Source: an optimization exercise on an open RTL-to-GDS flow (aim: small area, a short achievable clock period and few clock cycles per item). Production flows keep margins and buffers that such runs may drop. In this exercise RTL edits were held to simulation tests only and were not proved equivalent to the original. No activity file was given, so power comes from the tool's default toggle rates.

==> module divider, before the edit <==
module divider #(parameter S = 8, parameter G = 4, parameter LOCAL = 0) (
  input  wire [31:0]  rem_in,
  input  wire [31:0]  d,
  output wire [31:0]  rem_out,
  output wire [S-1:0] qbits
);
  localparam NG = 32 / G;
  localparam LV = (NG > 16) ? 5 : (NG > 8) ? 4 : (NG > 4) ? 3 : (NG > 2) ? 2 : 1;
  wire [31:0] r [0:S];
  assign r[0] = rem_in;
  genvar t, i, j, lv;
  generate
    for (t = 0; t < S; t = t + 1) begin : step
      localparam SH = S - 1 - t;
      wire [31:0] y = d << SH;
      wire        ovf;
      if (SH > 0) begin : hi
        assign ovf = |d[31:32-SH];
      end else begin : nohi
        assign ovf = 1'b0;
      end
      wire [31:0] p = r[t] ~^ y;
      wire [31:0] g = r[t] & ~y;
      wire [NG:0] gc;
      wire [31:0] c;
      assign gc[0] = 1'b1;
      wire [NG-1:0] GGa, GPa;
      wire [NG-1:0] GL [0:LV];
      wire [NG-1:0] PL [0:LV];
      assign GL[0] = {GGa[NG-1:1], GGa[0] | GPa[0]};
      assign PL[0] = GPa;
      for (lv = 0; lv < LV; lv = lv + 1) begin : lvl
        for (i = 0; i < NG; i = i + 1) begin : nd
          if ((i >> lv) & 1) begin : cmb
            localparam integer SRC = ((i >> lv) << lv) - 1;
            assign GL[lv+1][i] = GL[lv][i] | PL[lv][i] & GL[lv][SRC];
            assign PL[lv+1][i] = PL[lv][i] & PL[lv][SRC];
          end else begin : pass
            assign GL[lv+1][i] = GL[lv][i];
            assign PL[lv+1][i] = PL[lv][i];
          end
        end
      end
      for (i = 0; i < NG; i = i + 1) begin : grp
        wire [G-1:0] pg, gg;
        assign pg[0] = p[G*i];
        assign gg[0] = g[G*i];
        for (j = 1; j < G; j = j + 1) begin : pre
          assign gg[j] = g[G*i+j] | p[G*i+j] & gg[j-1];
          assign pg[j] = p[G*i+j] & pg[j-1];
        end
        assign GGa[i] = gg[G-1];
        assign GPa[i] = pg[G-1];
        if (LOCAL == 2) begin : pfx
          assign gc[i+1] = GL[LV][i];
        end else begin : rip
          assign gc[i+1] = gg[G-1] | pg[G-1] & gc[i];
        end
        assign c[G*i] = gc[i];
        for (j = 1; j < G; j = j + 1) begin : lc
          if (LOCAL == 0) begin : la
            assign c[G*i+j] = gg[j-1] | pg[j-1] & gc[i];
          end else begin : rp
            assign c[G*i+j] = g[G*i+j-1] | p[G*i+j-1] & c[G*i+j-1];
          end
        end
      end
      wire [31:0] diff = p ^ c;
      wire        ge = gc[NG] & ~ovf;
      assign r[t+1] = ge ? diff : r[t];
      assign qbits[S-1-t] = ge;
    end
  endgenerate
  assign rem_out = r[S];
endmodule
==> module divider_top, before the edit <==
module divider_top (
  input  wire        clk,
  input  wire        rst,
  input  wire        start,
  input  wire [31:0] dividend,
  input  wire [31:0] divisor,
  output wire        ready,
  output reg         done,
  output reg  [31:0] quotient
);
  localparam S  = 8;
  localparam K  = (32 + S - 1) / S;           
  localparam CW = (K > 16) ? 5 : (K > 8) ? 4 : (K > 4) ? 3 : (K > 2) ? 2 : 1;
  reg  [31:0]   rem_r;     
  reg  [31:0]   d_r;       
  reg  [CW-1:0] cnt_r;     
  reg           first_r;   
  reg           busy_r;
  reg           ready_r;
  reg [CW-1:0] zf;
  integer c;
  always @(*) begin
    zf = K - 1;
    for (c = K - 2; c >= 0; c = c - 1)
      if ((d_r >> (32 - S * (c + 1))) != 32'd0) zf = c;
  end
  wire [CW-1:0] z = first_r ? zf : {CW{1'b0}};
  reg [31:0] dn;
  always @(*) begin
    dn = 32'd0;
    for (c = 0; c < K; c = c + 1)
      if (z == c) dn = d_r << (S * c);
  end
  wire [31:0]  rem_n;
  wire [S-1:0] qb;
  divider #(.S(S), .G(4), .LOCAL(0)) u_div (.rem_in(rem_r), .d(dn), .rem_out(rem_n), .qbits(qb));
  wire [CW-1:0] cur  = first_r ? zf : cnt_r;
  wire          last = (cur == 0);
  wire          ld   = ~busy_r | last;       
  wire          accept = start & ready_r & ~rst;
  always @(posedge clk) begin
    if (ld) begin
      rem_r <= dividend;
      d_r   <= divisor;
    end else begin
      rem_r <= rem_n;
      d_r   <= dn >> S;
    end
    first_r <= ld;
    quotient <= (first_r ? 32'd0 : (quotient << S)) | qb;
  end
  always @(posedge clk) begin
    if (rst) begin
      busy_r  <= 1'b0;
      done    <= 1'b0;
      ready_r <= 1'b1;
    end else begin
      done <= busy_r & last;
      if (accept) begin
        busy_r  <= 1'b1;
        ready_r <= ((divisor >> (32 - S)) != 32'd0);   
      end else begin
        busy_r  <= busy_r & ~last;
        ready_r <= ~busy_r | last | (cur == 1);
      end
    end
    cnt_r <= cur - 1'b1;
  end
  assign ready = ready_r;
endmodule
clock: 130.0 ns
lec_check: 0
abc_area: 1
cap_margin: 20
core_margin: 2
core_utilization: 40
slew_margin: 20
standard.sh (not shown) runs the stock make flow with config.mk's settings and CLKGATE_MAP_FILE= SYNTH_SCRIPT=/design/flow/synth_recipe.tcl, a recipe that flattens the netlist after the stock synthesis.
==> flow/flow/run.sh <==
#!/bin/bash
# The standard layout, with the port buffers made from the plain buffer cell
# (buf_1) rather than the delay buffer the resizer picks by default.
set -euo pipefail
export BUFFER_PORTS_ARGS="-buffer_cell sky130_fd_sc_hd__buf_1"
bash standard.sh > standard.log 2>&1
The first run completed without violations.
Testbench counts at the start, summed over its fixed seeds: cycles 7,980, items 3,200.
Next try:
--- a/flow/design.v
+++ b/flow/design.v
@@ -1,7 +1,7 @@
-module divider #(parameter S = 8, parameter G = 4, parameter LOCAL = 0) (
+module divider #(parameter S = 8, parameter G = 4, parameter LOCAL = 0, parameter MUXF = 0, parameter PROP = 0, parameter P2MASK = 0) (
   input  wire [31:0]  rem_in,
   input  wire [31:0]  d,
   output wire [31:0]  rem_out,
   output wire [S-1:0] qbits
 );
   localparam NG = 32 / G;
@@ -9,28 +9,29 @@
   wire [31:0] r [0:S];
   assign r[0] = rem_in;
   genvar t, i, j, lv;
   generate
     for (t = 0; t < S; t = t + 1) begin : step
       localparam SH = S - 1 - t;
+      localparam PR = ((P2MASK >> t) & 1) ? 2 : PROP;
       wire [31:0] y = d << SH;
       wire        ovf;
       if (SH > 0) begin : hi
         assign ovf = |d[31:32-SH];
       end else begin : nohi
         assign ovf = 1'b0;
       end
-      wire [31:0] p = r[t] ~^ y;
-      wire [31:0] g = r[t] & ~y;
+      wire [31:0] p = (PR == 0) ? (r[t] ~^ y) : (PR == 1) ? (r[t] | ~y) : (~r[t] | y);
+      wire [31:0] g = (PR == 2) ? (~r[t] & y) : (r[t] & ~y);
       wire [NG:0] gc;
       wire [31:0] c;
-      assign gc[0] = 1'b1;
+      assign gc[0] = (PR == 2) ? 1'b0 : 1'b1;
       wire [NG-1:0] GGa, GPa;
       wire [NG-1:0] GL [0:LV];
       wire [NG-1:0] PL [0:LV];
-      assign GL[0] = {GGa[NG-1:1], GGa[0] | GPa[0]};
+      assign GL[0] = (PR == 2) ? GGa : {GGa[NG-1:1], GGa[0] | GPa[0]};
       assign PL[0] = GPa;
       for (lv = 0; lv < LV; lv = lv + 1) begin : lvl
         for (i = 0; i < NG; i = i + 1) begin : nd
           if ((i >> lv) & 1) begin : cmb
             localparam integer SRC = ((i >> lv) << lv) - 1;
             assign GL[lv+1][i] = GL[lv][i] | PL[lv][i] & GL[lv][SRC];
@@ -62,15 +63,19 @@
             assign c[G*i+j] = gg[j-1] | pg[j-1] & gc[i];
           end else begin : rp
             assign c[G*i+j] = g[G*i+j-1] | p[G*i+j-1] & c[G*i+j-1];
           end
         end
       end
-      wire [31:0] diff = p ^ c;
-      wire        ge = gc[NG] & ~ovf;
-      assign r[t+1] = ge ? diff : r[t];
+      wire [31:0] diff = (PR == 0) ? (p ^ c) : (PR == 1) ? (r[t] ^ (~y ^ c)) : (r[t] ^ (y ^ c));
+      wire        ge = ((PR == 2) ? ~gc[NG] : gc[NG]) & ~ovf;
+      if (MUXF == 0) begin : mx
+        assign r[t+1] = ge ? diff : r[t];
+      end else begin : xm
+        assign r[t+1] = r[t] ^ ({32{ge}} & (~y ^ c));
+      end
       assign qbits[S-1-t] = ge;
     end
   endgenerate
   assign rem_out = r[S];
 endmodule
 module divider_top (
@@ -85,61 +90,70 @@
 );
   localparam S  = 8;
   localparam K  = (32 + S - 1) / S;           
   localparam CW = (K > 16) ? 5 : (K > 8) ? 4 : (K > 4) ? 3 : (K > 2) ? 2 : 1;
   reg  [31:0]   rem_r;     
   reg  [31:0]   d_r;       
+  reg  [K-2:0]  nz_r;      
   reg  [CW-1:0] cnt_r;     
   reg           first_r;   
   reg           busy_r;
   reg           ready_r;
+  wire [K-2:0] nz_in;
+  genvar gi;
+  generate
+    for (gi = 0; gi < K - 1; gi = gi + 1) begin : chunk
+      assign nz_in[gi] = |divisor[31 - S * gi : 32 - S * (gi + 1)];
+    end
+  endgenerate
   reg [CW-1:0] zf;
   integer c;
   always @(*) begin
     zf = K - 1;
     for (c = K - 2; c >= 0; c = c - 1)
-      if ((d_r >> (32 - S * (c + 1))) != 32'd0) zf = c;
+      if (nz_r[c]) zf = c;
   end
-  wire [CW-1:0] z = first_r ? zf : {CW{1'b0}};
+  wire [CW-1:0] z   = first_r ? zf : {CW{1'b0}};
+  wire [CW-1:0] cur = first_r ? zf : cnt_r;
   reg [31:0] dn;
   always @(*) begin
     dn = 32'd0;
     for (c = 0; c < K; c = c + 1)
       if (z == c) dn = d_r << (S * c);
   end
   wire [31:0]  rem_n;
   wire [S-1:0] qb;
-  divider #(.S(S), .G(4), .LOCAL(0)) u_div (.rem_in(rem_r), .d(dn), .rem_out(rem_n), .qbits(qb));
-  wire [CW-1:0] cur  = first_r ? zf : cnt_r;
-  wire          last = (cur == 0);
-  wire          ld   = ~busy_r | last;       
-  wire          accept = start & ready_r & ~rst;
+  divider #(.S(S), .G(4), .LOCAL(0), .MUXF(1), .PROP(1), .P2MASK(0)) u_div (.rem_in(rem_r), .d(dn), .rem_out(rem_n), .qbits(qb));
+  wire last   = (cur == 0);
+  wire ld     = ~busy_r | last;              
+  wire accept = start & ready_r & ~rst;
   always @(posedge clk) begin
     if (ld) begin
       rem_r <= dividend;
       d_r   <= divisor;
     end else begin
       rem_r <= rem_n;
       d_r   <= dn >> S;
     end
+    nz_r    <= nz_in;
+    cnt_r   <= cur - 1'b1;
     first_r <= ld;
     quotient <= (first_r ? 32'd0 : (quotient << S)) | qb;
   end
   always @(posedge clk) begin
     if (rst) begin
       busy_r  <= 1'b0;
       done    <= 1'b0;
       ready_r <= 1'b1;
     end else begin
       done <= busy_r & last;
       if (accept) begin
         busy_r  <= 1'b1;
-        ready_r <= ((divisor >> (32 - S)) != 32'd0);   
+        ready_r <= nz_in[0];
       end else begin
         busy_r  <= busy_r & ~last;
         ready_r <= ~busy_r | last | (cur == 1);
       end
     end
-    cnt_r <= cur - 1'b1;
   end
   assign ready = ready_r;
 endmodule
Outcome: The new run finished clean. Final area goes down by 7.0%. Wire length goes down by 3.1%. Combinational power goes up by 6.7%. Critical path depth goes down by 188. Register-to-register slack is better by 7.7 ns. Non-clock buffer count goes down by 8. Flip-flop and latch count goes up by 3. Die area goes down by 6.4%.
Testbench counts after the change, summed over its fixed seeds: cycles 7,980, items 3,200.

[static timing again, ports no longer ideal]
In the flow no input, the clock included, has a driving cell. The finished layouts below were timed again as built, in two steps. Step 1 (the two cells are an assumption about what drives the block):
set clk [get_ports {clk}]
set_driving_cell -lib_cell sky130_fd_sc_hd__clkbuf_16 $clk
set_driving_cell -lib_cell sky130_fd_sc_hd__buf_2 [delete_from_list [all_inputs] $clk]
Step 2, shift: input delay + t, output delay - t, t = (earliest + latest rising clock arrival at the registers) / 2. This alone moves slack from input paths to output paths. a / b / c = ideal / step 1 / step 2; a / b = the first two.
run	t (ns)	slack for setup (ns)	worst slew at a driven data input, ns	pins driven straight from the clock port
the first run	0.447	101.036 / 101.036 / 101.036	0.04	1
the second run	0.451	103.085 / 103.031 / 102.931	0.05	1
After both steps every run listed still meets setup and hold. For the second run, which loses most, drivers alone change the setup slack by -0.054 ns; drivers and shift together by -0.154 ns.
